Context: an optimization exercise on an open-source flow, tuned for small area and a short achievable clock period. The choices shown serve that exercise and are no tape-out recipe.
The RTL was checked by simulation tests, not by an equivalence proof against the original design.
Power is estimated from default activity; no workload was simulated.

==> inputs of job 9630 <==
==> flow/design.v <==
`timescale 1ns / 1ps
module RAM_B(input clka,input wea,input [31:0]line,input a0,input [31:0]dina,
output [31:0]douta);
wire [31:0] q [0:63];
genvar g;
generate
  for (g = 0; g < 64; g = g + 1) begin : w
    reg [31:0] d;
    always @(posedge clka)
      if (wea && line[g/2] && (a0 == g%2))
        d <= dina;
    assign q[g] = d;
  end
endgenerate
genvar b, j;
generate
  for (b = 0; b < 32; b = b + 1) begin : rb
    wire [31:0] ce, co;
    for (j = 0; j < 32; j = j + 1) begin : c
      assign ce[j] = q[2*j][b];
      assign co[j] = q[2*j+1][b];
    end
    MEM_MUX64 m(.s(line), .de(ce), .dod(co), .a0(a0), .y(douta[b]));
  end
endgenerate
endmodule
module MEM_MUX64(input [31:0] s, input [31:0] de, input [31:0] dod, input a0, output y);
wire [3:0] en, on;
genvar k;
generate
  for (k = 0; k < 4; k = k + 1) begin : g
    MUX8N ge(.s(s[8*k+7:8*k]), .d(de[8*k+7:8*k]), .yn(en[k]));
    MUX8N go(.s(s[8*k+7:8*k]), .d(dod[8*k+7:8*k]), .yn(on[k]));
  end
endgenerate
assign y = a0 ? ~&on : ~&en;
endmodule
`timescale 1ns / 1ps
module ALU(
  input  [31:0] A, B,    
  input  [31:0] Br,
  input  use_imm,
  input  op_add, op_sub, op_and, op_or, op_xor, op_xnor, op_sltu, op_shl,
  output [31:0] F,
  output ZF, OF,
  output eq,           
  output [31:0] mline,   
  output ma0             
);
wire sub = op_sub;
wire [31:0] Bx = B ^ {32{sub}};
wire [31:0] S;
ALU_ADD add_u(.A(A), .B(Bx), .ci(sub), .S(S));
wire lt_r, lt_i, lt;
ALU_LTU lt_u(.A(A), .B(Br), .lt(lt_r));
ALU_LTI lti_u(.A(A), .imm(B[15:0]), .lt(lt_i));
ALU_SEL2 lt_s(.s(use_imm), .a(lt_i), .b(lt_r), .y(lt));
wire ovf = (A[31] == Bx[31]) & (S[31] != A[31]);
wire [31:0] x = A ^ B;
wire [31:0] o = A | B;
wire [31:0] a = A & B;
wire [31:0] sh;
ALU_SHL sh_u(.A(A), .B(Br), .sh(sh));
assign F = ({32{op_add | op_sub}} & S) |
           ({32{op_and}} & a) |
           ({32{op_or}}  & o) |
           ({32{op_xor}} & x) |
           ({32{op_xnor}} & ~x) |
           ({32{op_shl}} & sh) |
           {31'd0, op_sltu & lt};
assign eq = (A == Br);
wire arith = op_add | op_sub;
wire [5:0] dx = A[5:0] ^ Bx[5:0];
wire [5:0] dg = A[5:0] & Bx[5:0];
wire [5:0] dp = A[5:0] | Bx[5:0];
wire c1 = sub ? (A[0] | ~B[0]) : (A[0] & B[0]);
wire [5:0] B_lo = Br[5:0];
wire [5:0] sh_lo = ~|A[31:3] ? (B_lo << A[2:0]) : 6'd0;
wire [5:0] Fn = ({6{op_and}} & a[5:0]) | ({6{op_or}} & o[5:0]) |
                ({6{op_xor}} & x[5:0]) | ({6{op_xnor}} & ~x[5:0]) |
                ({6{op_shl}} & sh_lo);
genvar k;
generate
  for (k = 0; k < 32; k = k + 1) begin : ml
    wire [5:1] kb = k;
    wire t1 = (dx[1] ^ kb[1]) == c1;
    wire t2 = (kb[1] ? dg[1] : dp[1]) == (dx[2] ^ kb[2]);
    wire t3 = (kb[2] ? dg[2] : dp[2]) == (dx[3] ^ kb[3]);
    wire t4 = (kb[3] ? dg[3] : dp[3]) == (dx[4] ^ kb[4]);
    wire t5 = (kb[4] ? dg[4] : dp[4]) == (dx[5] ^ kb[5]);
    assign mline[k] = arith ? (t1 & t2 & t3 & t4 & t5) : (Fn[5:1] == k);
  end
endgenerate
wire ma0_o = arith ? x[0] : Fn[0];
MA0_SEL ma0_s(.op_sltu(op_sltu), .use_imm(use_imm), .lt_r(lt_r), .lt_i(lt_i), .o(ma0_o), .ma0(ma0));
wire z_add = (x == {o[30:0], 1'b0});
wire z_and = ~|a;
wire z_or  = ~|o;
wire z_xor = ~|x;
wire z_xnor = &x;
wire z_shl = ~|sh;
assign ZF = (op_add & z_add) | (op_sub & eq) | (op_and & z_and) | (op_or & z_or) |
            (op_xor & z_xor) | (op_xnor & z_xnor) | (op_sltu & ~lt) | (op_shl & z_shl);
assign OF = (op_add | op_sub) & ovf;
endmodule
module ALU_ADD(input [31:0] A, input [31:0] B, input ci, output [31:0] S);
wire [32:0] s33 = {A, 1'b1} + {B, ci};
assign S = s33[32:1];
endmodule
module ALU_LTU(input [31:0] A, input [31:0] B, output lt);
wire [31:0] l0 = ~A & B;
wire [31:0] e0 = ~(A ^ B);
wire [15:0] l1, e1;
wire [7:0] l2, e2;
wire [3:0] l3, e3;
wire [1:0] l4, e4;
genvar i;
generate
  for (i = 0; i < 16; i = i + 1) begin : t1
    assign l1[i] = l0[2*i+1] | (e0[2*i+1] & l0[2*i]);
    assign e1[i] = e0[2*i+1] & e0[2*i];
  end
  for (i = 0; i < 8; i = i + 1) begin : t2
    assign l2[i] = l1[2*i+1] | (e1[2*i+1] & l1[2*i]);
    assign e2[i] = e1[2*i+1] & e1[2*i];
  end
  for (i = 0; i < 4; i = i + 1) begin : t3
    assign l3[i] = l2[2*i+1] | (e2[2*i+1] & l2[2*i]);
    assign e3[i] = e2[2*i+1] & e2[2*i];
  end
  for (i = 0; i < 2; i = i + 1) begin : t4
    assign l4[i] = l3[2*i+1] | (e3[2*i+1] & l3[2*i]);
    assign e4[i] = e3[2*i+1] & e3[2*i];
  end
endgenerate
assign lt = l4[1] | (e4[1] & l4[0]);
endmodule
module ALU_SHL(input [31:0] A, input [31:0] B, output [31:0] sh);
wire big = |A[31:5];
assign sh = big ? 32'd0 : (B << A[4:0]);
endmodule
module ALU_LTI(input [31:0] A, input [15:0] imm, output lt);
assign lt = ~|A[31:16] & (A[15:0] < imm);
endmodule
module ALU_SEL2(input s, input a, input b, output y);
assign y = s ? a : b;
endmodule
module MA0_SEL(input op_sltu, input use_imm, input lt_r, input lt_i, input o, output ma0);
assign ma0 = op_sltu ? (use_imm ? lt_i : lt_r) : o;
endmodule
`timescale 1ns / 1ps
module Register_file(
  input  [4:0]  R_Addr_A,
  input  [4:0]  R_Addr_B,
  input  [4:0]  W_Addr,
  input         Write_Reg,
  input  [31:0] W_Data,
  input         Clk,
  input         Reset,
  output [31:0] R_Data_A,
  output [31:0] R_Data_B
);
reg [31:1] valid;
wire [31:0] q [0:31];
assign q[0] = 32'd0;
genvar g;
generate
  for (g = 1; g < 32; g = g + 1) begin : r
    wire we = Write_Reg & (W_Addr == g);
    reg [31:0] d;
    always @(posedge Clk)
      if (we)
        d <= W_Data;
    always @(posedge Clk or posedge Reset)
      if (Reset)
        valid[g] <= 1'b0;
      else if (we)
        valid[g] <= 1'b1;
    assign q[g] = d;
  end
endgenerate
wire [31:1] sa, sb;
generate
  for (g = 1; g < 32; g = g + 1) begin : s
    assign sa[g] = (R_Addr_A == g) & valid[g];
    assign sb[g] = (R_Addr_B == g) & valid[g];
  end
endgenerate
genvar b, j;
generate
  for (b = 0; b < 32; b = b + 1) begin : rb
    wire [30:0] col;
    for (j = 1; j < 32; j = j + 1) begin : c
      assign col[j-1] = q[j][b];
    end
    wire ya, yb;
    RF_MUX31 ma(.s(sa), .d(col), .y(ya));
    RF_MUX31 mb(.s(sb), .d(col), .y(yb));
    assign R_Data_A[b] = ya;
    assign R_Data_B[b] = yb;
  end
endgenerate
endmodule
module RF_MUX31(input [30:0] s, input [30:0] d, output y);
wire [3:0] yn;
MUX8N g0(.s(s[7:0]),   .d(d[7:0]),   .yn(yn[0]));
MUX8N g1(.s(s[15:8]),  .d(d[15:8]),  .yn(yn[1]));
MUX8N g2(.s(s[23:16]), .d(d[23:16]), .yn(yn[2]));
MUX7N g3(.s(s[30:24]), .d(d[30:24]), .yn(yn[3]));
assign y = ~&yn;
endmodule
module MUX8N(input [7:0] s, input [7:0] d, output yn);
assign yn = ~|(s & d);
endmodule
module MUX7N(input [6:0] s, input [6:0] d, output yn);
assign yn = ~|(s & d);
endmodule
`timescale 1ns / 1ps
module OP_YIMA(
  input  [31:0] inst,
  output op_add, op_sub, op_and, op_or, op_xor, op_xnor, op_sltu, op_shl,
  output use_imm,      
  output imm_sext,     
  output Write_Reg,
  output w_rt,         
  output w_31,         
  output wd_mem,       
  output wd_pc4,       
  output Mem_Write,
  output is_jr, is_beq, is_bne, is_jmp
);
wire [5:0] op = inst[31:26];
wire [5:0] fn = inst[5:0];
wire rtype  = (op == 6'b000000);
wire r_add  = rtype & (fn == 6'b100000);
wire r_sub  = rtype & (fn == 6'b100010);
wire r_and  = rtype & (fn == 6'b100100);
wire r_or   = rtype & (fn == 6'b100101);
wire r_xor  = rtype & (fn == 6'b100110);
wire r_xnor = rtype & (fn == 6'b100111);
wire r_sltu = rtype & (fn == 6'b101011);
wire r_sllv = rtype & (fn == 6'b000100);
wire r_jr   = rtype & (fn == 6'b001000);
wire i_grp  = (op[5:3] == 3'b001);
wire i_addi = (op == 6'b001000);
wire i_andi = (op == 6'b001100);
wire i_xori = (op == 6'b001110);
wire i_sltiu= (op == 6'b001011);
wire lw     = (op == 6'b100011);
wire sw     = (op == 6'b101011);
wire beq    = (op == 6'b000100);
wire bne    = (op == 6'b000101);
wire jal    = (op == 6'b000011);
wire jmp    = (op[5:1] == 5'b00001);
assign op_sub  = r_sub | beq | bne;
assign op_and  = r_and | i_andi;
assign op_or   = r_or;
assign op_xor  = r_xor | i_xori;
assign op_xnor = r_xnor;
assign op_sltu = r_sltu | i_sltiu;
assign op_shl  = r_sllv;
assign op_add  = ~(op_sub | op_and | op_or | op_xor | op_xnor | op_sltu | op_shl);
assign use_imm = i_grp | lw | sw;
assign imm_sext = i_addi | lw | sw;
assign Write_Reg = r_add | r_sub | r_and | r_or | r_xor | r_xnor | r_sltu | r_sllv |
                   i_addi | i_andi | i_xori | i_sltiu | lw | jal;
assign w_rt = ~rtype;
assign w_31 = jal;
assign wd_mem = lw;
assign wd_pc4 = jal;
assign Mem_Write = sw;
assign is_jr = r_jr;
assign is_beq = beq;
assign is_bne = bne;
assign is_jmp = jmp;
endmodule
`timescale 1ns / 1ps
module pc(input clk,input rst,input is_jr,input take_br,input is_jmp,
input [31:0]R_Data_A,input [15:0]imm,input [25:0]address,
output [31:0]PC_new,output reg [31:0]PC);
assign PC_new = {PC[31:2] + 30'd1, PC[1:0]};
wire [31:0] br = {PC_new[31:2] + {{14{imm[15]}}, imm}, PC[1:0]};
always@(posedge clk or posedge rst)
begin
  if(rst)
     PC<=32'h00000000;
  else if(is_jr)
     PC<=R_Data_A;
  else if(take_br)
     PC<=br;
  else if(is_jmp)
     PC<={PC_new[31:28],address,2'b00};
  else
     PC<=PC_new;
end
endmodule
`timescale 1ns / 1ps
module TOP_RIJ_CPU(input rst,input clk,input [31:0]Inst_code,output ZF,
output OF,output [31:0]F,output [31:0]M_R_Data,output [31:0]PC);
wire op_add, op_sub, op_and, op_or, op_xor, op_xnor, op_sltu, op_shl;
wire use_imm, imm_sext, Write_Reg, w_rt, w_31, wd_mem, wd_pc4, Mem_Write;
wire is_jr, is_beq, is_bne, is_jmp;
wire [4:0] rs = Inst_code[25:21];
wire [4:0] rt = Inst_code[20:16];
wire [4:0] rd = Inst_code[15:11];
wire [15:0] imm = Inst_code[15:0];
wire [31:0] R_Data_A, R_Data_B, PC_new;
wire eq;
wire [31:0] mline;
wire ma0;
OP_YIMA op(.inst(Inst_code), .op_add(op_add), .op_sub(op_sub), .op_and(op_and),
  .op_or(op_or), .op_xor(op_xor), .op_xnor(op_xnor), .op_sltu(op_sltu), .op_shl(op_shl),
  .use_imm(use_imm), .imm_sext(imm_sext), .Write_Reg(Write_Reg), .w_rt(w_rt), .w_31(w_31),
  .wd_mem(wd_mem), .wd_pc4(wd_pc4), .Mem_Write(Mem_Write),
  .is_jr(is_jr), .is_beq(is_beq), .is_bne(is_bne), .is_jmp(is_jmp));
wire [4:0] W_Addr = w_31 ? 5'd31 : (w_rt ? rt : rd);
wire [31:0] W_Data = wd_pc4 ? PC_new : (wd_mem ? M_R_Data : F);
Register_file R_connect(rs, rt, W_Addr, Write_Reg, W_Data, clk, rst, R_Data_A, R_Data_B);
wire [31:0] ALU_B = use_imm ? {{16{imm_sext & imm[15]}}, imm} : R_Data_B;
ALU ALU_connect(.A(R_Data_A), .B(ALU_B), .Br(R_Data_B), .use_imm(use_imm), .op_add(op_add), .op_sub(op_sub), .op_and(op_and),
  .op_or(op_or), .op_xor(op_xor), .op_xnor(op_xnor), .op_sltu(op_sltu), .op_shl(op_shl),
  .F(F), .ZF(ZF), .OF(OF), .eq(eq), .mline(mline), .ma0(ma0));
wire take_br = (is_beq & eq) | (is_bne & ~eq);
pc pc_connect(.clk(clk), .rst(rst), .is_jr(is_jr), .take_br(take_br), .is_jmp(is_jmp),
  .R_Data_A(R_Data_A), .imm(imm), .address(Inst_code[25:0]), .PC_new(PC_new), .PC(PC));
RAM_B Data_Mem(.clka(clk), .wea(Mem_Write), .line(mline), .a0(ma0), .dina(R_Data_B), .douta(M_R_Data));
endmodule
==> flow/flow/run.sh <==
#!/bin/bash
set -euo pipefail
export BUFFER_PORTS_ARGS="-buffer_cell sky130_fd_sc_hd__buf_4"
export CTS_ARGS="-sink_clustering_enable -repair_clock_nets -dont_use_dummy_load -sink_clustering_size 25 -sink_clustering_max_diameter 80"
export MAX_REPAIR_ANTENNAS_ITER_DRT=8
bash standard.sh > standard.log 2>&1
==> flow/standard.sh <==
#!/bin/bash
# synth_recipe.tcl (not shown) runs the flow's synth.tcl, then flattens the netlist and writes it again
# the make line also repeats each setting of config.mk as NAME=value (left out here)
make -C /OpenROAD-flow-scripts/flow DESIGN_CONFIG=/design/flow/config.mk WORK_HOME=/design/flow/orfs CLKGATE_MAP_FILE= SYNTH_SCRIPT=/design/flow/synth_recipe.tcl "${@:-finish}"
==> flow/config.mk <==
export PLATFORM = sky130hd
export DESIGN_NAME = TOP_RIJ_CPU
export DESIGN_NICKNAME = TOP_RIJ_CPU
export VERILOG_FILES = /design/flow/design.v
export SDC_FILE = /design/flow/constraint.sdc
export NUM_CORES = 4
export LEC_CHECK = 0
export CAP_MARGIN = 20
export CORE_MARGIN = 2
export CORE_UTILIZATION = 40
export PLACE_DENSITY = 0.5
export SETUP_SLACK_MARGIN = 3.0
export SLEW_MARGIN = 20
export SYNTH_HIERARCHICAL = 1
export SYNTH_MINIMUM_KEEP_SIZE = 0
export TNS_END_PERCENT = 10
==> flow/constraint.sdc <==
create_clock -name core_clock -period 14.0 [get_ports {clk}]
set_input_delay 2.8000 -clock core_clock [delete_from_list [all_inputs] [get_ports {clk}]]
set_output_delay 2.8000 -clock core_clock [all_outputs]
set_load 0.01 [all_outputs]
==> inputs of job 532, as changes to job 9630 <==
==> flow/design.v, changed modules only <==
module MEM_MUX64(input [31:0] s, input [31:0] de, input [31:0] dod, input a0, output y);
wire [3:0] en, on;
genvar k;
generate
  for (k = 0; k < 4; k = k + 1) begin : g
    MUX8N ge(.s(s[8*k+7:8*k]), .d(de[8*k+7:8*k]), .yn(en[k]));
    MUX8N go(.s(s[8*k+7:8*k]), .d(dod[8*k+7:8*k]), .yn(on[k]));
  end
endgenerate
wire ye, yo;
MEM_NAND4 ne(.a(en), .y(ye));
MEM_NAND4 no(.a(on), .y(yo));
MEM_MUX2 m(.s(a0), .a(yo), .b(ye), .y(y));
endmodule
module MEM_NAND4(input [3:0] a, output y);
assign y = ~&a;
endmodule
module MEM_MUX2(input s, input a, input b, output y);
assign y = s ? a : b;
endmodule
module Register_file(
  input  [4:0]  R_Addr_A,
  input  [4:0]  R_Addr_B,
  input  [4:0]  W_Addr,
  input         Write_Reg,
  input  [31:0] W_Data,
  input         Clk,
  input         Reset,
  output [31:0] R_Data_A,
  output [31:0] R_Data_B
);
reg [31:1] valid;
wire [31:0] q [0:31];
assign q[0] = 32'd0;
genvar g;
generate
  for (g = 1; g < 32; g = g + 1) begin : r
    wire we = Write_Reg & (W_Addr == g);
    reg [31:0] d;
    always @(posedge Clk)
      if (we)
        d <= W_Data;
    always @(posedge Clk or posedge Reset)
      if (Reset)
        valid[g] <= 1'b0;
      else if (we)
        valid[g] <= 1'b1;
    assign q[g] = d;
  end
endgenerate
wire [31:1] sa, sb;
RF_DEC dec_a(.addr(R_Addr_A), .valid(valid), .s(sa));
RF_DEC dec_b(.addr(R_Addr_B), .valid(valid), .s(sb));
genvar b, j;
generate
  for (b = 0; b < 32; b = b + 1) begin : rb
    wire [30:0] col;
    for (j = 1; j < 32; j = j + 1) begin : c
      assign col[j-1] = q[j][b];
    end
    wire ya, yb;
    RF_MUX31 ma(.s(sa), .d(col), .y(ya));
    RF_MUX31 mb(.s(sb), .d(col), .y(yb));
    assign R_Data_A[b] = ya;
    assign R_Data_B[b] = yb;
  end
endgenerate
endmodule
module MUX8N(input [7:0] s, input [7:0] d, output yn);
wire [1:0] u;
RF_AO4 g0(.s(s[3:0]), .d(d[3:0]), .y(u[0]));
RF_AO4 g1(.s(s[7:4]), .d(d[7:4]), .y(u[1]));
RF_NOR2 o0(.a(u[0]), .b(u[1]), .y(yn));
endmodule
module MUX7N(input [6:0] s, input [6:0] d, output yn);
wire [1:0] u;
RF_AO4 g0(.s(s[3:0]), .d(d[3:0]), .y(u[0]));
RF_AO3 g1(.s(s[6:4]), .d(d[6:4]), .y(u[1]));
RF_NOR2 o0(.a(u[0]), .b(u[1]), .y(yn));
endmodule
module RF_AO4(input [3:0] s, input [3:0] d, output y);
assign y = (s[0] & d[0]) | (s[1] & d[1]) | (s[2] & d[2]) | (s[3] & d[3]);
endmodule
module RF_AO3(input [2:0] s, input [2:0] d, output y);
assign y = (s[0] & d[0]) | (s[1] & d[1]) | (s[2] & d[2]);
endmodule
module RF_NOR2(input a, input b, output y);
assign y = ~(a | b);
endmodule
module RF_DEC(input [4:0] addr, input [31:1] valid, output [31:1] s);
wire [4:0] na = ~addr;
wire [7:0] hn;
wire [31:1] ln;
genvar h, g;
generate
  for (h = 0; h < 8; h = h + 1) begin : hi
    RF_NAND3 n(.a(h[2] ? addr[4] : na[4]), .b(h[1] ? addr[3] : na[3]),
               .c(h[0] ? addr[2] : na[2]), .y(hn[h]));
  end
  for (g = 1; g < 32; g = g + 1) begin : lo
    RF_NAND3 n(.a(g[1] ? addr[1] : na[1]), .b(g[0] ? addr[0] : na[0]),
               .c(valid[g]), .y(ln[g]));
    RF_NOR2 o(.a(hn[g/4]), .b(ln[g]), .y(s[g]));
  end
endgenerate
endmodule
module RF_NAND3(input a, input b, input c, output y);
assign y = ~(a & b & c);
endmodule
module pc(input clk,input rst,input is_jr,input take_br,input is_jmp,
input [31:0]R_Data_A,input [15:0]imm,input [25:0]address,
output [31:0]PC_new,output reg [31:0]PC);
wire [32:2] ic;
assign ic[2] = 1'b1;
genvar i;
generate
  for (i = 2; i < 32; i = i + 1) begin : inc
    assign PC_new[i] = PC[i] ^ ic[i];
    assign ic[i+1] = PC[i] & ic[i];
  end
endgenerate
assign PC_new[1:0] = PC[1:0];
wire [18:2] bc;
wire [17:2] bl;
assign bc[2] = 1'b1;
generate
  for (i = 2; i < 18; i = i + 1) begin : lo
    wire a = PC[i];
    wire b = imm[i-2];
    assign bl[i] = a ^ b ^ bc[i];
    assign bc[i+1] = (a & b) | (bc[i] & (a ^ b));
  end
endgenerate
wire [32:18] pc1, mc1;
wire [31:18] hp, hm;
assign pc1[18] = 1'b1;
assign mc1[18] = 1'b1;
generate
  for (i = 18; i < 32; i = i + 1) begin : hi
    assign hp[i] = PC[i] ^ pc1[i];
    assign pc1[i+1] = PC[i] & pc1[i];
    assign hm[i] = PC[i] ^ mc1[i];
    assign mc1[i+1] = ~PC[i] & mc1[i];
  end
endgenerate
wire [31:18] bh = (imm[15] == bc[18]) ? PC[31:18] : (bc[18] ? hp : hm);
wire [31:0] br = {bh, bl, PC[1:0]};
always@(posedge clk or posedge rst)
begin
  if(rst)
     PC<=32'h00000000;
  else if(is_jr)
     PC<=R_Data_A;
  else if(take_br)
     PC<=br;
  else if(is_jmp)
     PC<={PC_new[31:28],address,2'b00};
  else
     PC<=PC_new;
end
endmodule
- CORE_UTILIZATION: 40 -> 60
- PLACE_DENSITY: 0.5 -> 0.66
==> comparison table <==
item                                                                                           job 9630                          job 532
Status                                                                 no timing/DRC/antenna violations  no timing/DRC/antenna violations
Worst flop-to-flop path startpoint                                       R_connect.valid[1]$_DFFE_PP0P_       pc_connect.PC[2]$_DFF_PP0_
CTS-repair resized insts                                                                            479                              606
Area overhead of the layout relative to synthesis                                                 17.4%                            13.6%
Number of non-clock buffers in the layout                                                           999                              833
Standard cell core area                                                                    324000 sq um                     217000 sq um
Number of non-filler instances in the completed layout                                            13426                            12672
Starting utilization of the core area                                                             0.401                            0.602
Clock-pin slew of the registers on the worst-case setup and hold paths                          0.07 ns                          0.08 ns
Total Die Area                                                                             329000 sq um                     221000 sq um
Largest buffer count on any clock path                                                                4                                3
Die width                                                                                        574 um                           470 um
Worst hold start                                                        R_connect.valid[13]$_DFFE_PP0P_  R_connect.valid[28]$_DFFE_PP0P_
Placed insts                                                                                      12674                            12165
Internal power contribution                                                                    14500 uW                         13900 uW
Post-synthesis compound-gate area fraction                                                        0.149                            0.142
Post-layout instance area                                                                  152000 sq um                     148000 sq um
Cell depth of the worst flop-to-flop path                                                            24                               25
Total net switching power                                                                       6850 uW                          6630 uW
Simple-Gate Fraction of Synth Area                                                               0.0761                           0.0814
Number of buffers inserted to repair setup after CTS                                                380                              275
Worst hold slack                                                                               0.530 ns                         0.513 ns
Comb. pwr                                                                                       5720 uW                          5210 uW
Met1 WL                                                                                       210000 um                        174000 um
Count of routing violations after the opening detailed-route iteration                            15256                            18621
Worst Tran Pin Value                                                                            1.31 ns                          1.21 ns

-- separate check: timing with driven ports --
The flow's constraints put no driver on any port. The routed layouts listed below were extracted and timed again, unchanged, in two steps. Step 1 sets driving cells, clkbuf_16 on the clock port and buf_2 on the other inputs (assumed; they add their load-dependent delay and slew). Step 2, shift: input delay + t, output delay - t, t = (earliest + latest rising clock arrival at the registers) / 2. This alone moves slack from input paths to output paths. a / b / c = ideal / step 1 / step 2; a / b = the first two.
| run | t (ns) | setup slack, ns | worst hold slack (ns) |
|---|---|---|---|
| job 9630 | 1.006 | 2.749 / 2.690 / 2.690 | 0.530 / 0.530 / 0.530 |
| job 532 | 0.925 | 2.544 / 2.455 / 2.455 | 0.513 / 0.513 / 0.513 |
After both steps every run listed still meets setup and hold. The setup slack of job 532, which loses most, moves by -0.089 ns with the drivers and by -0.089 ns with both steps.
